What follows belongs to an exercise in optimizing a design on an open flow for small area and a short achievable clock period; a production flow would make more cautious choices. Where RTL was checked, it was by simulation tests only, not by an equivalence proof against the original. Function not checked in runs 2 and 3: the RTL went through the layout flow alone. No activity file was given, so power comes from the tool's default toggle rates.

## flow/design.v

```verilog
module yuv422_to_rgb
(
    input       wire        clk     ,
    input       wire        cke     ,
    input       wire        yuv_hs  ,
    input       wire        yuv_vs  ,
    input       wire        yuv_de  ,
    input       wire [9 :0] yuv_y   ,
    input       wire [9 :0] yuv_c   ,
    output      wire        rgb_hs  ,
    output      wire        rgb_vs  ,
    output      wire        rgb_de  ,
    output      wire [23:0] rgb_dat
);
reg        cr;
reg [1 :0] sft_hs;
reg [1 :0] sft_vs;
reg [1 :0] sft_de;
reg [9 :0] yuv_y_r;
wire       yuv444_hs  = sft_hs[1];
wire       yuv444_vs  = sft_vs[1];
wire       yuv444_de  = sft_de[1];
reg [9 :0] yuv444_y;
reg [9 :0] yuv444_cb;
reg [9 :0] yuv444_cr;
always @(posedge clk) begin
    if (cke) begin
        yuv_y_r   <= yuv_y;
        yuv444_y  <= yuv_y_r;
        sft_hs    <= {sft_hs, yuv_hs};
        sft_vs    <= {sft_vs, yuv_vs};
        sft_de    <= {sft_de, yuv_de};
    end
end
always @(posedge clk) begin
    if(cke)begin
        if (yuv_de) begin
            cr <= ~cr;
        end else begin
            cr <= 1'd0;
        end
    end
end
reg signed [9:0]buffer_cb;
always @(posedge clk) begin
    if(cke&&yuv_de)begin
        if (cr==0) begin
            buffer_cb <= yuv_c;
        end else begin
            yuv444_cb <= buffer_cb;
            yuv444_cr <= yuv_c;
        end
    end
end
wire        [7 :0] yuv444_8b_y   =  (yuv444_y[9:2] < 16 )?16  :
                                    (yuv444_y[9:2] > 235)?235 :
                                     yuv444_y[9:2];
wire        [7 :0] yuv444_8b_cb  =  (yuv444_cb[9:2] < 16 )?16 :
                                    (yuv444_cb[9:2] > 239)?239:
                                     yuv444_cb[9:2];      
wire        [7 :0] yuv444_8b_cr  =  (yuv444_cr[9:2] < 16 )?16 :
                                    (yuv444_cr[9:2] > 239)?239:
                                     yuv444_cr[9:2];  
reg signed [8 :0]y_coe;
reg signed [8 :0]u_coe;
reg signed [8 :0]v_coe;
reg signed [19:0]rgb_int0;
reg signed [19:0]rgb_int1;
reg signed [19:0]rgb_int2;
reg signed [19:0]rgb_int3;
reg signed [19:0]rgb_int4;
reg signed [19:0]rgb_b;
reg signed [19:0]rgb_g;
reg signed [19:0]rgb_r;
wire signed[9:0]rgb_b_cut=rgb_b>>10;
wire signed[9:0]rgb_g_cut=rgb_g>>10;
wire signed[9:0]rgb_r_cut=rgb_r>>10;
reg signed [7 :0]rgb_8b_b;
reg signed [7 :0]rgb_8b_g;
reg signed [7 :0]rgb_8b_r;
reg        [3:0]sft_yuv444_hs;
reg        [3:0]sft_yuv444_vs;
reg        [3:0]sft_yuv444_de;
assign rgb_hs = sft_yuv444_hs[3];
assign rgb_vs = sft_yuv444_vs[3];
assign rgb_de = sft_yuv444_de[3];
assign rgb_dat = {rgb_8b_r,rgb_8b_g,rgb_8b_b};
always @(posedge clk) begin
    if (cke) begin
        y_coe <= yuv444_8b_y  -  16;
        u_coe <= yuv444_8b_cb - 128;
        v_coe <= yuv444_8b_cr - 128;
        rgb_int0 <= 1192*y_coe;
        rgb_int1 <= 1634*v_coe;
        rgb_int2 <= 833 *v_coe;
        rgb_int3 <= 400 *u_coe;
        rgb_int4 <= 2066*u_coe;
        rgb_r    <= rgb_int0 + rgb_int1;
        rgb_g    <= rgb_int0 - rgb_int2 - rgb_int3;
        rgb_b    <= rgb_int0 + rgb_int4;
        rgb_8b_b <= (rgb_b_cut>255)?255:
                    (rgb_b_cut<  0)?0  :
                     rgb_b_cut[7:0];
        rgb_8b_g <= (rgb_g_cut>255)?255:
                    (rgb_g_cut<  0)?0  :
                     rgb_g_cut[7:0];
        rgb_8b_r <= (rgb_r_cut>255)?255:
                    (rgb_r_cut<  0)?0  :
                     rgb_r_cut[7:0];
        sft_yuv444_hs <= {sft_yuv444_hs,yuv444_hs};
        sft_yuv444_vs <= {sft_yuv444_vs,yuv444_vs};
        sft_yuv444_de <= {sft_yuv444_de,yuv444_de};
    end
end
endmodule
```

## flow/constraint.sdc

```tcl
create_clock -name core_clock -period 4.5 [get_ports {clk}]
set_input_delay 0.9000 -clock core_clock [delete_from_list [all_inputs] [get_ports {clk}]]
set_output_delay 0.9000 -clock core_clock [all_outputs]
set_load 0.01 [all_outputs]
```

## flow/config.mk

```make
export PLATFORM = sky130hd
export DESIGN_NAME = yuv422_to_rgb
export DESIGN_NICKNAME = yuv422_to_rgb
export VERILOG_FILES = /design/flow/design.v
export SDC_FILE = /design/flow/constraint.sdc
export NUM_CORES = 4
export LEC_CHECK = 0
export CAP_MARGIN = 20
export CORE_MARGIN = 2
export CORE_UTILIZATION = 40
export SLEW_MARGIN = 20
```

## flow/run.sh

```bash
#!/bin/bash
# synth_recipe.tcl (not shown) runs the flow's synth.tcl, then flattens the netlist and writes it again
# the make line also repeats each setting of config.mk as NAME=value (left out here)
make -C /OpenROAD-flow-scripts/flow DESIGN_CONFIG=/design/flow/config.mk WORK_HOME=/design/flow/orfs CLKGATE_MAP_FILE= SYNTH_SCRIPT=/design/flow/synth_recipe.tcl finish
```

==> load_flow_metrics.sql, run 1 <==
INSERT INTO impl_metrics (metric_group, metric, value, unit) VALUES
('worst_setup_path', 'reg2reg_slack', '210', 'ps'),
('place', 'dpl_worst_slack', '119.9', 'ps'),
('yosys', 'post_synthesis_xor_xnor_area_fraction', '4.405', '%'),
('finish', 'mostFrequentLayoutCells', 'ha_1, edfxtp_1, inv_1', ''),
('worst_setup_path', 'cp-start-kind', 'flop', ''),
('clock_network', 'post_cts_setup_buffers', '0', ''),
('worst_setup_path', 'r2r-end', 'rgb_int1[19]', ''),
('clock_network', 'cts_buffers', '24', ''),
('sta', 'timing.final.hold_violations', '0', ''),
('hold_path', 'hold_start', 'sft_de[0]', ''),
('yosys', 'synthSimpleGateAreaFrac', '7.526', '%'),
('die', 'die-height', '194.5', 'um'),
('die', 'initial_core_util', '40.71', '%'),
('grt', 'first_global_vias', '8450', ''),
('finish', 'layout.nets', '1588', ''),
('finish', 'post_route_design_area', '0.01641', 'sq mm'),
('clock_network', 'clockBufferDepth', '3', ''),
('yosys', 'synth-edff-count', '220', ''),
('routing', 'wl', '25670', 'um'),
('yosys', 'synthesis.area_per_instance', '12.30', 'sq um'),
('die', 'std_cell_rows', '69', ''),
('place', 'globalplace.congestion', '0.8071', ''),
('yosys', 'syn_area', '0.01451', 'sq mm'),
('yosys', 'synth.distinct_cells', '58', ''),
('sta', 'period_share', '95.23', '%'),
('power_and_ir_drop', 'power_density_over_the_cells', '570.4', 'mW/mm^2'),
('clock_network', 'clock_sink_count', '220', ''),
('yosys', 'synth_top_family_by_area', 'adder cells', ''),
('yosys', 'synth_compound_area_share', '8.733', '%'),
('sta', 'max-slew-margin-rel', '47.22', '%'),
('sta', 'timing.fmax', '233.4', 'MHz'),
('place', 'placed_cell_area', '0.01562', 'sq mm'),
('worst_setup_path', 'r2r_cells', '13', ''),
('sta', 'clock_tree_skew_after_final_layout', '21.88', 'ps'),
('grt', 'grt_overflow_total', '0', ''),
('finish', 'n_antenna_cell', '0', ''),
('sta', 'slew_violations', '0', ''),
('finish', 'layout.cells.most_common', 'ha_1', ''),
('power_and_ir_drop', 'leakage_component_of_the_power', '7.186', 'nW'),
('sta', 'hold_slack', '417.1', 'ps'),
('worst_setup_path', 'arr_time_crit_path', '4650', 'ps'),
('finish', 'flow.area_growth_from_synthesis', '13.09', '%'),
('yosys', 'ys_seq_area_share', '45.52', '%'),
('yosys', 'synth-seq-cells', '220', ''),
('power_and_ir_drop', 'p_int', '6.089', 'mW'),
('yosys', 'synth-main-ff-cell', 'edfxtp_1', ''),
('yosys', 'post_synth_inst_count', '1180', ''),
('grt', 'grt_usage', '13.90', '%'),
('clock_network', 'clk_pin_slew_worst_paths', '60', 'ps'),
('power_and_ir_drop', 'clock_power_share', '20.7', '%'),
('hold_path', 'hold_path_end', 'sft_de[1]', ''),
('routing', 'drcViolationCount', '0', ''),
('place', 'dp_cells', '1688', ''),
('clock_network', 'tritoncts', 'yes', ''),
('yosys', 'synth.area.mux_share', '0.1379', '%'),
('sta', 'worst_slack', '214.7', 'ps'),
('sta', 'min_period', '4285', 'ps'),
('run_status', 'result_of_the_run', 'timing/DRC/antenna clean', ''),
('sta', 'grt_setup_unrepaired', 'false', ''),
('routing', 'final_antenna_net_count', '0', ''),
('yosys', 'synth-adder-area-share', '29.72', '%'),
('routing', 'route.detailed.vias_per_inst', '4.962', ''),
('power_and_ir_drop', 'report.power.total', '9.362', 'mW'),
('clock_network', 'root_buffer', 'clkbuf_16', ''),
('routing', 'drt_iter0_markers', '415', ''),
('yosys', 'synth_nets', '1515', ''),
('place', 'place.detailed.hpwl', '20450', 'um'),
('hold_path', 'worstHoldPathCells', '0', ''),
('place', 'placement.io_buffers', '47', ''),
('power_and_ir_drop', 'power.share.combinational', '43.8', '%'),
('sta', 'max_slew.worst_pin.slew', '791.7', 'ps');
-- how the worst max path moves through the flow --
stage / slack (ps) / endpoint / from / cells after the start
2_1_floorplan: 200 / rgb_int2[19] / v_coe[7] / 16
3_3_place_gp: 100 / rgb_int0[19] / y_coe[5] / 14
3_5_place_dp: 120 / rgb_int0[19] / y_coe[5] / 14
4_1_cts: 100 / rgb_int0[19] / y_coe[5] / 14
5_1_grt: 20 / rgb_int2[19] / v_coe[7] / 16
6_report: 210 / rgb_int1[19] / v_coe[5] / 13
-- critical path: stages, from the launching register on --
cell	delay, ps
edfxtp_1	540
ha_1	270
inv_1	90
fa_1	480
inv_1	50
fa_1	460
fa_1	490
ha_1	310
ha_1	340
nand2_1	80
o211ai_1	250
nand3_1	150
or4b_1	510
nand3_1	100
-- cell usage after synthesis, types with 12 or more instances --
cell / instances
a21o_1: 22
a21oi_1: 60
edfxtp_1: 220
fa_1: 58
ha_1: 252
inv_1: 140
nand2_1: 40
nand3_1: 13
nor2_1: 107
nor3_1: 13
o21ai_0: 21
o21bai_1: 12
xnor2_1: 52
xor2_1: 21
-- metal layers --
layer	share of wire [%]	track usage [%]	vias up
met4	1.9	3.875	0
met5	0	0	-
met2	49	24.15	109
li1	-	-	4372
met3	2.5	1.596	33
met1	47	18.39	4041
-- sequential cells by signal (all words and copies together), names as in the netlist, 9 cells and up --
| name | count |
|---|---|
| rgb_r | 10 |
| rgb_b | 10 |
| rgb_int3 | 11 |
| rgb_int4 | 19 |
| rgb_int0 | 17 |
| rgb_int2 | 20 |
| rgb_g | 10 |
| rgb_int1 | 15 |
| y_coe | 9 |
-- logic make-up (layout without fill, tap and decap cells) --
logic type / Yosys count / count (layout)
simple gates: 236 / 236
buf+inv: 152 / 235
mux: 2 / 2
flops: 220 / 220
compound gates: 187 / 187
xor+xnor: 73 / 73
fa+ha+maj: 310 / 310
-- repair_timing --
item | CTS | global route
endpoints found under the setup margin | 0 | 4
resized for setup | 0 | 4
hold buffers | 0 | 0
-- power groups by stage --
stage,clock network (mW),registers (mW),logic [mW]
final,1.94,3.32,4.10
after global routing,2.07,3.38,4.69
after CTS,2.00,3.34,4.12
after detailed placement,0,3.38,4.08
after global placement,0,3.37,4.01
after floorplan,0,3.25,3.11
-- final cells by class --
cell class	count	area [sq um]	area share [%]
clock inverters	8	153.9	0.9376
repair buffers	59	576.8	3.514
inverters	140	525.5	3.202
multi-input cells	808	7358	44.83
clock buffers	28	615.6	3.751
well taps	461	576.8	3.514
flip-flops and latches	220	6606	40.25
==> inputs of run 2 (changes only) <==
==> flow/design.v (replaced) <==
module yuv422_to_rgb
(
    input       wire        clk     ,
    input       wire        cke     ,
    input       wire        yuv_hs  ,
    input       wire        yuv_vs  ,
    input       wire        yuv_de  ,
    input       wire [9 :0] yuv_y   ,
    input       wire [9 :0] yuv_c   ,
    output      wire        rgb_hs  ,
    output      wire        rgb_vs  ,
    output      wire        rgb_de  ,
    output      wire [23:0] rgb_dat
);
wire [7:0] y8 = yuv_y[9:2];
wire [7:0] c8 = yuv_c[9:2];
wire [7:0] y_in = (y8 < 8'd16) ? 8'd0 : (y8 > 8'd235) ? 8'd219 : (y8 - 8'd16);
wire [7:0] c_cl = (c8 < 8'd16) ? 8'd16 : (c8 > 8'd239) ? 8'd239 : c8;
wire [7:0] c_in = {~c_cl[7], c_cl[6:0]};    
reg        cr;
reg  [7:0] s1_y;
reg  [7:0] cbuf;
reg [14:0] s2_t;
reg  [7:0] p_u, p_v;
reg  [2:0] sy1, sy2, sy3, sy4, sy5, sy6;
always @(posedge clk) begin
    if (cke) begin
        cr   <= yuv_de & ~cr;
        s1_y <= y_in;
        if (yuv_de & ~cr) cbuf <= c_in;
        if (yuv_de &  cr) begin
            p_u <= cbuf;
            p_v <= c_in;
        end
        s2_t <= s1_y * 8'd149;
        sy1 <= {yuv_hs, yuv_vs, yuv_de};
        sy2 <= sy1; sy3 <= sy2; sy4 <= sy3; sy5 <= sy4; sy6 <= sy5;
    end
end
wire signed [8:0]  su = {p_u[7], p_u};
wire signed [8:0]  sv = {p_v[7], p_v};
wire signed [20:0] t8 = {3'b000, s2_t, 3'b000};
wire signed [20:0] sum_r = t8 + 21'sd1634 * sv;
wire signed [20:0] sum_g = t8 - 21'sd833 * sv - 21'sd400 * su;
wire signed [20:0] sum_b = t8 + 21'sd2066 * su;
reg [9:0] s3_r, s3_g, s3_b;
reg [7:0] s4_r, s4_g, s4_b, s5_r, s5_g, s5_b, s6_r, s6_g, s6_b;
function [7:0] sat;
    input [9:0] v;
    sat = v[9] ? 8'd0 : v[8] ? 8'd255 : v[7:0];
endfunction
always @(posedge clk) begin
    if (cke) begin
        s3_r <= sum_r[19:10];
        s3_g <= sum_g[19:10];
        s3_b <= sum_b[19:10];
        s4_r <= sat(s3_r); s4_g <= sat(s3_g); s4_b <= sat(s3_b);
        s5_r <= s4_r; s5_g <= s4_g; s5_b <= s4_b;
        s6_r <= s5_r; s6_g <= s5_g; s6_b <= s5_b;
    end
end
assign {rgb_hs, rgb_vs, rgb_de} = sy6;
assign rgb_dat = {s6_r, s6_g, s6_b};
endmodule
==> load_flow_metrics.sql, run 2 <==
INSERT INTO impl_metrics (metric_group, metric, value, unit) VALUES
('routing', 'wl_per_cell', '13.73', 'um'),
('finish', 'fill_count', '2652', ''),
('place', 'globalplace.congestion', '0.8153', ''),
('worst_setup_path', 'endpoint_kind', 'flop', ''),
('clock_network', 'clockBufferDepth', '2', ''),
('die', 'std_cell_rows', '64', ''),
('power_and_ir_drop', 'leakage_component_of_the_power', '6.977', 'nW'),
('sta', 'slew_violations', '0', ''),
('die', 'design.portCount', '52', ''),
('clock_network', 'holdBufCountCts', '0', ''),
('yosys', 'synthesis.area_per_instance', '11.79', 'sq um'),
('sta', 'max-slew-margin-rel', '56.15', '%'),
('finish', 'flow.area_growth_from_synthesis', '26.61', '%'),
('worst_setup_path', 'critPathKind', 'flop to flop', ''),
('finish', 'n_antenna_cell', '0', ''),
('finish', 'max_reg_flops', '15', ''),
('yosys', 'synth-main-ff-cell', 'edfxtp_1', ''),
('grt', 'number_of_antenna_violations_at_the_first_check_in_global_routing', '0', ''),
('clock_network', 'tritoncts', 'yes', ''),
('routing', 'routed-via-count', '7833', ''),
('grt', 'global_route_wire_length_before_repair', '37120', 'um'),
('yosys', 'post_synth_inst_count', '1038', ''),
('yosys', 'synth-seq-cells', '168', ''),
('sta', 'worst_slack', '-1563', 'ps'),
('die', 'die_width', '179.0', 'um'),
('yosys', 'most_common_library_cells_after_synthesis', 'ha_1, edfxtp_1, inv_1', ''),
('routing', 'route.detailed.vias_per_inst', '4.736', ''),
('clock_network', 'clk-insertion-delay-late', '450', 'ps'),
('grt', 'grt_overflow_total', '0', ''),
('yosys', 'synth_nets', '1354', ''),
('hold_path', 'hold_path.class', 'flop to flop', ''),
('yosys', 'synth.distinct_cells', '56', ''),
('routing', 'final_antenna_net_count', '0', ''),
('clock_network', 'clk_pin_slew_worst_paths', '70', 'ps'),
('sta', 'period_share', '134.7', '%'),
('sta', 'max_slew.worst_pin.slew', '657.8', 'ps'),
('worst_setup_path', 'worstPathBufferInverterCount', '1', ''),
('flow_run', 'drv_cap', '0', ''),
('die', 'die-height', '179.0', 'um'),
('worst_setup_path', 'cp.required', '4700', 'ps'),
('yosys', 'yosys_warnings', '1', ''),
('routing', 'drt_first_pass_iters', '4', ''),
('yosys', 'yosysTopAreaCellShare', '41.21', '%'),
('sta', 'hold_slack', '420.2', 'ps'),
('place', 'place.detailed.hpwl', '17480', 'um'),
('worst_setup_path', 'timing.critical_path.fanout_max', '4', ''),
('worst_setup_path', 'worstPathCellList', 'ha_4, fa_1, ha_4, ha_4, a21o_1, a21oi_2, xnor2_1, ha_1, fa_1, fa_1, fa_1, fa_1, inv_2, ha_4, a21o_1, a21oi_4, o21ai_2, and2_4, a41oi_4, a21oi_2, xor2_1', ''),
('grt', 'first_global_vias', '7601', ''),
('finish', 'layout.cells.most_common', 'ha_1', ''),
('power_and_ir_drop', 'report.power.total', '11.01', 'mW'),
('run_status', 'result_of_the_run', 'finished with violations', ''),
('yosys', 'ys_seq_area_share', '41.21', '%'),
('clock_network', 'root_buffer', 'clkbuf_16', ''),
('finish', 'final_layout_size_suffix_gt1_share', '22.34', '%'),
('place', 'placed_cell_area', '0.01427', 'sq mm'),
('power_and_ir_drop', 'power_density_over_the_cells', '710.4', 'mW/mm^2'),
('finish', 'post_route_design_area', '0.01550', 'sq mm'),
('worst_setup_path', 'cpLargestDelayFamily', 'adder cells', ''),
('routing', 'drt_iter0_markers', '301', ''),
('yosys', 'synth.most_common_cell', 'ha_1', ''),
('sta', 'setup-violations-final', '16', ''),
('yosys', 'synthTopCellsByArea', 'edfxtp_1, ha_1, fa_1', ''),
('grt', 'grt_start_max_net_pins', '88', ''),
('yosys', 'async_flop_share', '0', '%'),
('grt', 'grt_usage', '14.95', '%'),
('sta', 'min_period', '6063', 'ps'),
('die', 'initial_core_util', '40.34', '%'),
('worst_setup_path', 'cp-start-kind', 'flop', ''),
('finish', 'mostFrequentLayoutCells', 'ha_1, edfxtp_1, inv_1', ''),
('worst_setup_path', 'cpMaxStageDelayCell', 'fa_1', ''),
('worst_setup_path', 'arr_time_crit_path', '6260', 'ps'),
('sta', 'clock_tree_skew_after_final_layout', '13.21', 'ps'),
('power_and_ir_drop', 'maximum_vdd_drop', '0.0005381', 'V'),
('die', 'coreArea', '0.03035', 'sq mm'),
('clock_network', 'cts_buffers', '17', ''),
('yosys', 'syn_area', '0.01224', 'sq mm'),
('die', 'floorplan.die_area', '0.03202', 'sq mm'),
('routing', 'drcViolationCount', '0', ''),
('clock_network', 'clock_sink_count', '168', ''),
('sta', 'timing.final.hold_violations', '0', ''),
('finish', 'top_register', 's2_t', ''),
('worst_setup_path', 'critPathMostFrequentCell', 'fa_1', ''),
('yosys', 'cell_taking_the_most_area_after_synthesis', 'edfxtp_1', ''),
('worst_setup_path', 'timing.critical_path.slowest_cell_delay', '570', 'ps'),
('sta', 'timing.fmax', '164.9', 'MHz'),
('sta', 'grt_setup_unrepaired', 'true', ''),
('run_status', 'failing_checks', 'setup timing', ''),
('routing', 'wl', '22710', 'um'),
('finish', 'layout.nets', '1561', ''),
('yosys', 'synth-edff-count', '168', ''),
('clock_network', 'clock_tree.htree_level_count', '4', ''),
('place', 'placement.io_buffers', '47', ''),
('finish', 'final_core_utilization', '51.08', '%');
[run 2: repair_timing]
item / 4_1_cts / 5_1_grt
gates cloned: 0 / 0
endpoints found under the setup margin: 21 / 23
buffers inserted: 30 / 7
pin swaps: 47 / 56
resized for setup: 31 / 56
[run 2: kinds of logic (layout without fill, tap and decap cells)]
family	count (synthesis)	after routing	synth area share, %
buf+inv	176	396	5.406
xor+xnor	60	60	4.292
flops	168	168	41.21
simple gates	186	186	7.082
fa+ha+maj	291	291	33.48
compound gates	155	155	8.370
mux	2	2	0.1635
[run 2: per-stage QoR]
step	std cells	TNS, ps	worst slack (ps)
final	1654	-18330	-1563
after global routing	1654	-21180	-1785
after CTS	1648	-17110	-1517
after detailed placement	1588	-18670	-1630
after global placement	1588	-17750	-1580
after floorplan	1038	-15310	-1382
[run 2: area by class of cell]
cell class                      count  area (sq um)  share of cell area (%)
Sequential cell                   168          5045                   32.55
Multi-Input combinational cell    694          7048                   45.47
Clock inverter                     15         182.7                   1.178
Inverter                          165         619.3                   3.995
Clock buffer                       17         425.4                   2.744
Tap cell                          396         495.5                   3.196
Timing Repair Buffer              199          1685                   10.87
[run 2: worst paths after layout]
kind	start	end	slack, ps	cells after the start
min reg2reg	s5_r[2]	s6_r[2]	420	0
max	p_u[2]	s3_g[8]	-1560	21
max reg2reg	p_u[2]	s3_g[8]	-1560	21
min	s5_r[2]	s6_r[2]	420	0
[run 2: per-layer routing]
metal  wire, um  GRT usage, %
met3        626         2.545
met4        499         6.064
met5          0             0
met1      10790         19.91
met2      10790         24.20
[run 2: where the power goes]
part | internal (mW) | switching, mW | total (mW) | leakage [nW]
logic | 3.73 | 3.17 | 6.91 | 5.04
clock network | 0.750 | 0.711 | 1.46 | 0.296
registers | 2.41 | 0.234 | 2.65 | 1.64
total | 6.89 | 4.12 | 11.0 | 6.98
==> inputs of run 3 (changes only) <==
==> flow/design.v (replaced) <==
module yuv422_to_rgb
(
    input       wire        clk     ,
    input       wire        cke     ,
    input       wire        yuv_hs  ,
    input       wire        yuv_vs  ,
    input       wire        yuv_de  ,
    input       wire [9 :0] yuv_y   ,
    input       wire [9 :0] yuv_c   ,
    output      wire        rgb_hs  ,
    output      wire        rgb_vs  ,
    output      wire        rgb_de  ,
    output      wire [23:0] rgb_dat
);
wire [7:0] y8 = yuv_y[9:2];
wire [7:0] c8 = yuv_c[9:2];
wire [7:0] y_in = (y8 < 8'd16) ? 8'd0 : (y8 > 8'd235) ? 8'd219 : (y8 - 8'd16);
wire [7:0] c_cl = (c8 < 8'd16) ? 8'd16 : (c8 > 8'd239) ? 8'd239 : c8;
wire [7:0] c_in = {~c_cl[7], c_cl[6:0]};
reg        cr;
reg  [7:0] s1_y;
reg  [7:0] cbuf;
reg [14:0] s2_t, s3_t;
reg  [7:0] p_u, p_v;
reg signed [15:0] c_r, c_g, c_b;
reg  [2:0] sy1, sy2, sy3, sy4, sy5, sy6;
wire signed [8:0]  su = {p_u[7], p_u};
wire signed [8:0]  sv = {p_v[7], p_v};
wire signed [19:0] m_r = (sv<<<9)+(sv<<<8)+(sv<<<5)+(sv<<<4)+sv;
wire signed [19:0] m_g = -((sv<<<9)+(sv<<<8)+(sv<<<6)+sv) - ((su<<<8)+(su<<<7)+(su<<<4));
wire signed [19:0] m_b = (su<<<10)+(su<<<3)+su;
always @(posedge clk) begin
    if (cke) begin
        cr   <= yuv_de & ~cr;
        s1_y <= y_in;
        if (yuv_de & ~cr) cbuf <= c_in;
        if (yuv_de &  cr) begin
            p_u <= cbuf;
            p_v <= c_in;
        end
        s2_t <= {s1_y,7'b0} + {s1_y,4'b0} + {s1_y,2'b0} + s1_y;
        s3_t <= s2_t;
        c_r  <= m_r[17:2];
        c_g  <= m_g[18:3];
        c_b  <= m_b[17:2];
        sy1 <= {yuv_hs, yuv_vs, yuv_de};
        sy2 <= sy1; sy3 <= sy2; sy4 <= sy3; sy5 <= sy4; sy6 <= sy5;
    end
end
wire signed [16:0] t17 = {2'b00, s3_t};
wire signed [16:0] sum_r = t17 + c_r;
wire signed [16:0] sum_g = t17 + c_g;
wire signed [16:0] sum_b = t17 + c_b;
reg [9:0] s4_r, s4_g, s4_b;
reg [7:0] s5_r, s5_g, s5_b, s6_r, s6_g, s6_b;
function [7:0] sat;
    input [9:0] v;
    sat = v[9] ? 8'd0 : v[8] ? 8'd255 : v[7:0];
endfunction
always @(posedge clk) begin
    if (cke) begin
        s4_r <= sum_r[16:7];
        s4_g <= sum_g[16:7];
        s4_b <= sum_b[16:7];
        s5_r <= sat(s4_r); s5_g <= sat(s4_g); s5_b <= sat(s4_b);
        s6_r <= s5_r; s6_g <= s5_g; s6_b <= s5_b;
    end
end
assign {rgb_hs, rgb_vs, rgb_de} = sy6;
assign rgb_dat = {s6_r, s6_g, s6_b};
endmodule
==> load_flow_metrics.sql, run 3 <==
INSERT INTO impl_metrics (metric_group, metric, value, unit) VALUES
('run_status', 'result_of_the_run', 'finished with violations', ''),
('run_status', 'failing_checks', 'setup timing', ''),
('grt', 'grt_start_max_net_pins', '142', ''),
('clock_network', 'clockBufferDepth', '3', ''),
('yosys', 'post_synth_inst_count', '945', ''),
('finish', 'layout_top_registers', 'c_b (16), c_g (16), c_r (16)', ''),
('sta', 'period_share', '100.9', '%'),
('sta', 'slew_violations', '0', ''),
('yosys', 'most_common_library_cells_after_synthesis', 'edfxtp_1, ha_1, nor2_1', ''),
('finish', 'fill_count', '2711', ''),
('yosys', 'synth_nets', '1178', ''),
('worst_setup_path', 'arr_time_crit_path', '4820', 'ps'),
('power_and_ir_drop', 'leakage_component_of_the_power', '5.923', 'nW'),
('worst_setup_path', 'setup.worst_path.start', 'p_v[1]', ''),
('yosys', 'synthesis.area_per_instance', '12.98', 'sq um'),
('die', 'die_width', '179.1', 'um'),
('sta', 'setup-violations-final', '4', ''),
('routing', 'wl_per_cell', '14.44', 'um'),
('yosys', 'synth.distinct_cells', '55', ''),
('routing', 'drt_first_pass_iters', '4', ''),
('sta', 'min_period', '4543', 'ps'),
('sta', 'max_slew.worst_pin.slew', '783.0', 'ps'),
('grt', 'use_met3', '2.226', '%'),
('routing', 'final_antenna_net_count', '0', ''),
('grt', 'grt_usage', '13.54', '%'),
('worst_setup_path', 'cp-start-kind', 'flop', ''),
('sta', 'max-slew-margin-rel', '47.80', '%'),
('die', 'die-height', '179.1', 'um'),
('clock_network', 'root_buffer', 'clkbuf_16', ''),
('grt', 'number_of_antenna_violations_at_the_first_check_in_global_routing', '0', ''),
('finish', 'layout.cells.most_common', 'edfxtp_1', ''),
('clock_network', 'cts_buffers', '23', ''),
('place', 'placement.io_buffers', '47', ''),
('yosys', 'synth-seq-cells', '207', ''),
('yosys', 'synthTopCellsByArea', 'edfxtp_1, ha_1, fa_1', ''),
('grt', 'global_route_wire_length_before_repair', '34070', 'um'),
('yosys', 'syn_area', '0.01226', 'sq mm'),
('finish', 'n_antenna_cell', '0', ''),
('yosys', 'synth-edff-count', '207', ''),
('place', 'dpl_worst_slack', '-214.0', 'ps'),
('routing', 'route.detailed.vias_per_inst', '4.824', ''),
('die', 'coreArea', '0.03035', 'sq mm'),
('flow_run', 'drv_cap', '0', ''),
('place', 'globalplace.congestion', '0.8547', ''),
('finish', 'layout.nets', '1286', ''),
('sta', 'clock_tree_skew_after_final_layout', '14.56', 'ps'),
('yosys', 'ys_seq_area_share', '50.69', '%'),
('die', 'design.portCount', '52', ''),
('clock_network', 'clk_pin_slew_worst_paths', '60', 'ps'),
('hold_path', 'hold_path.class', 'flop to flop', ''),
('yosys', 'yosys_warnings', '1', ''),
('hold_path', 'hold_start', 's2_t[1]', ''),
('finish', 'final_core_utilization', '47.98', '%'),
('finish', 'flow.area_growth_from_synthesis', '18.77', '%'),
('power_and_ir_drop', 'power_density_over_the_cells', '507.4', 'mW/mm^2'),
('sta', 'grt_setup_unrepaired', 'true', ''),
('power_and_ir_drop', 'maximum_vdd_drop', '0.0002568', 'V'),
('routing', 'routed-via-count', '7072', ''),
('sta', 'worst_slack', '-42.70', 'ps'),
('routing', 'wl', '21170', 'um'),
('worst_setup_path', 'critical_path.reg2reg.startpoint', 'p_v[1]', ''),
('yosys', 'yosysTopAreaCellShare', '50.69', '%'),
('worst_setup_path', 'endpoint_kind', 'flop', ''),
('worst_setup_path', 'timing.critical_path.fanout_max', '5', ''),
('routing', 'drcViolationCount', '0', ''),
('clock_network', 'tritoncts', 'yes', ''),
('sta', 'timing.final.hold_violations', '0', ''),
('grt', 'met1_usage', '18.12', '%'),
('worst_setup_path', 'critPathKind', 'flop to flop', ''),
('yosys', 'synth.most_common_cell', 'edfxtp_1', ''),
('place', 'place.detailed.hpwl', '15970', 'um'),
('die', 'std_cell_rows', '64', ''),
('routing', 'drt_iter0_markers', '354', ''),
('finish', 'mostFrequentLayoutCells', 'edfxtp_1, ha_1, nor2_1', ''),
('clock_network', 'holdBufCountCts', '0', ''),
('grt', 'grt_overflow_total', '0', ''),
('yosys', 'synth-main-ff-cell', 'edfxtp_1', ''),
('clock_network', 'clk-insertion-delay-late', '520', 'ps'),
('yosys', 'async_flop_share', '0', '%'),
('grt', 'grt_use_met2', '22.84', '%'),
('finish', 'final_layout_size_suffix_gt1_share', '12.80', '%'),
('clock_network', 'clock_sink_count', '207', ''),
('grt', 'grt-busiest-layer', 'met2', ''),
('grt', 'first_global_vias', '6750', ''),
('worst_setup_path', 'cp.required', '4780', 'ps'),
('yosys', 'cell_taking_the_most_area_after_synthesis', 'edfxtp_1', ''),
('clock_network', 'clock_tree.htree_level_count', '1', ''),
('die', 'floorplan.die_area', '0.03207', 'sq mm'),
('die', 'initial_core_util', '40.40', '%'),
('sta', 'timing.fmax', '220.1', 'MHz');
[run 3: logic make-up after synthesis]
logic type               synth area share, %
XOR/XNOR                               5.214
flip-flops                             50.69
adder cells (fa/ha/maj)                24.65
buffers and inverters                  3.061
AND/OR/NAND/NOR                        6.939
AO/OA/AOI/OAI                          9.439
[run 3: final cells by class]
type,count,area (sq um),share of cell area [%]
Tap cell,396,495.5,3.402
Inverter,89,337.8,2.320
Multi-Input combinational cell,638,5932,40.73
Sequential cell,207,6216,42.68
Clock buffer,27,590.6,4.055
Clock inverter,15,146.4,1.005
Timing Repair Buffer,94,844.6,5.799
[run 3: per-stage QoR]
step	instances	setup TNS (ps)	cell area, sq um	total power [mW]	hold WS [ps]
floorplan	945	-154.0	12400	4.785	400.3
global placement	1419	-363.7	13650	5.436	400.2
detailed placement	1419	-648.1	13650	5.492	404.5
CTS	1466	-201.0	14500	7.411	412.8
global route	1466	-935.6	14560	7.920	420.0
finish	1466	-108.3	14560	7.389	413.3
[run 3: path summary, 6_finish.rpt]
check | end | slack (ps) | cells after the start
hold / removal | s3_t[1] | 410 | 0
setup / recovery | c_g[15] | -40 | 17
hold reg to reg | s3_t[1] | 410 | 0
setup reg to reg | c_g[15] | -40 | 17
[run 3: power by group]
group | switching (mW) | internal, mW
registers | 0.182 | 2.75
clock network | 0.742 | 1.06
logic | 1.31 | 1.34
[run 3: timing repair]
action / 4_1_cts / 5_1_grt
setup endpoints to repair: 5 / 6
buffers inserted: 5 / 0
gates resized for setup: 13 / 13
pin swaps: 17 / 4
[run 3: critical path, stage by stage, from the launching register on]
cell and delay, ps:
edfxtp_1 440, ha_2 220, fa_2 360, a21oi_2 140
nor2_1 60, nor2_2 150, xnor2_2 150, inv_1 80
fa_1 500, fa_1 430, fa_1 540, ha_4 210
ha_4 260, and2_4 150, a311oi_4 250, o21ai_1 120
a21oi_1 160, xnor2_1 80
[run 3: per-layer routing]
layer / share of wire [%] / wire length [um]
met4: 2.3 / 492
met2: 46 / 9761
met3: 3.7 / 778
met1: 48 / 10140
met5: 0 / 0

[what the ideal ports hide]
Ports are ideal in the flow. The routed layouts listed here were re-timed in OpenROAD.
Step 1: set_driving_cell puts a clkbuf_16 on clk and a buf_2 on each other input, an assumption about the parent block.
Step 2 also shifts input and output timing later by t, the mid clock arrival at the registers, as if the neighbouring blocks saw the same clock.
Three values: ideal, step 1, step 2; two values: the first two.
| run | t, ns | slack for setup (ns) | hold slack, ns | worst data-port slew with drivers (ns) | cell pins on the clock port's net |
|---|---|---|---|---|---|
| run 1 | 0.560 | 0.215 / 0.215 / 0.215 | 0.417 / 0.417 / 0.417 | 0.04 | 1 |
| run 2 | 0.487 | -1.563 / -1.563 / -1.563 | 0.420 / 0.420 / 0.420 | 0.04 | 1 |
| run 3 | 0.560 | -0.043 / -0.043 / -0.043 | 0.413 / 0.413 / 0.413 | 0.04 | 1 |
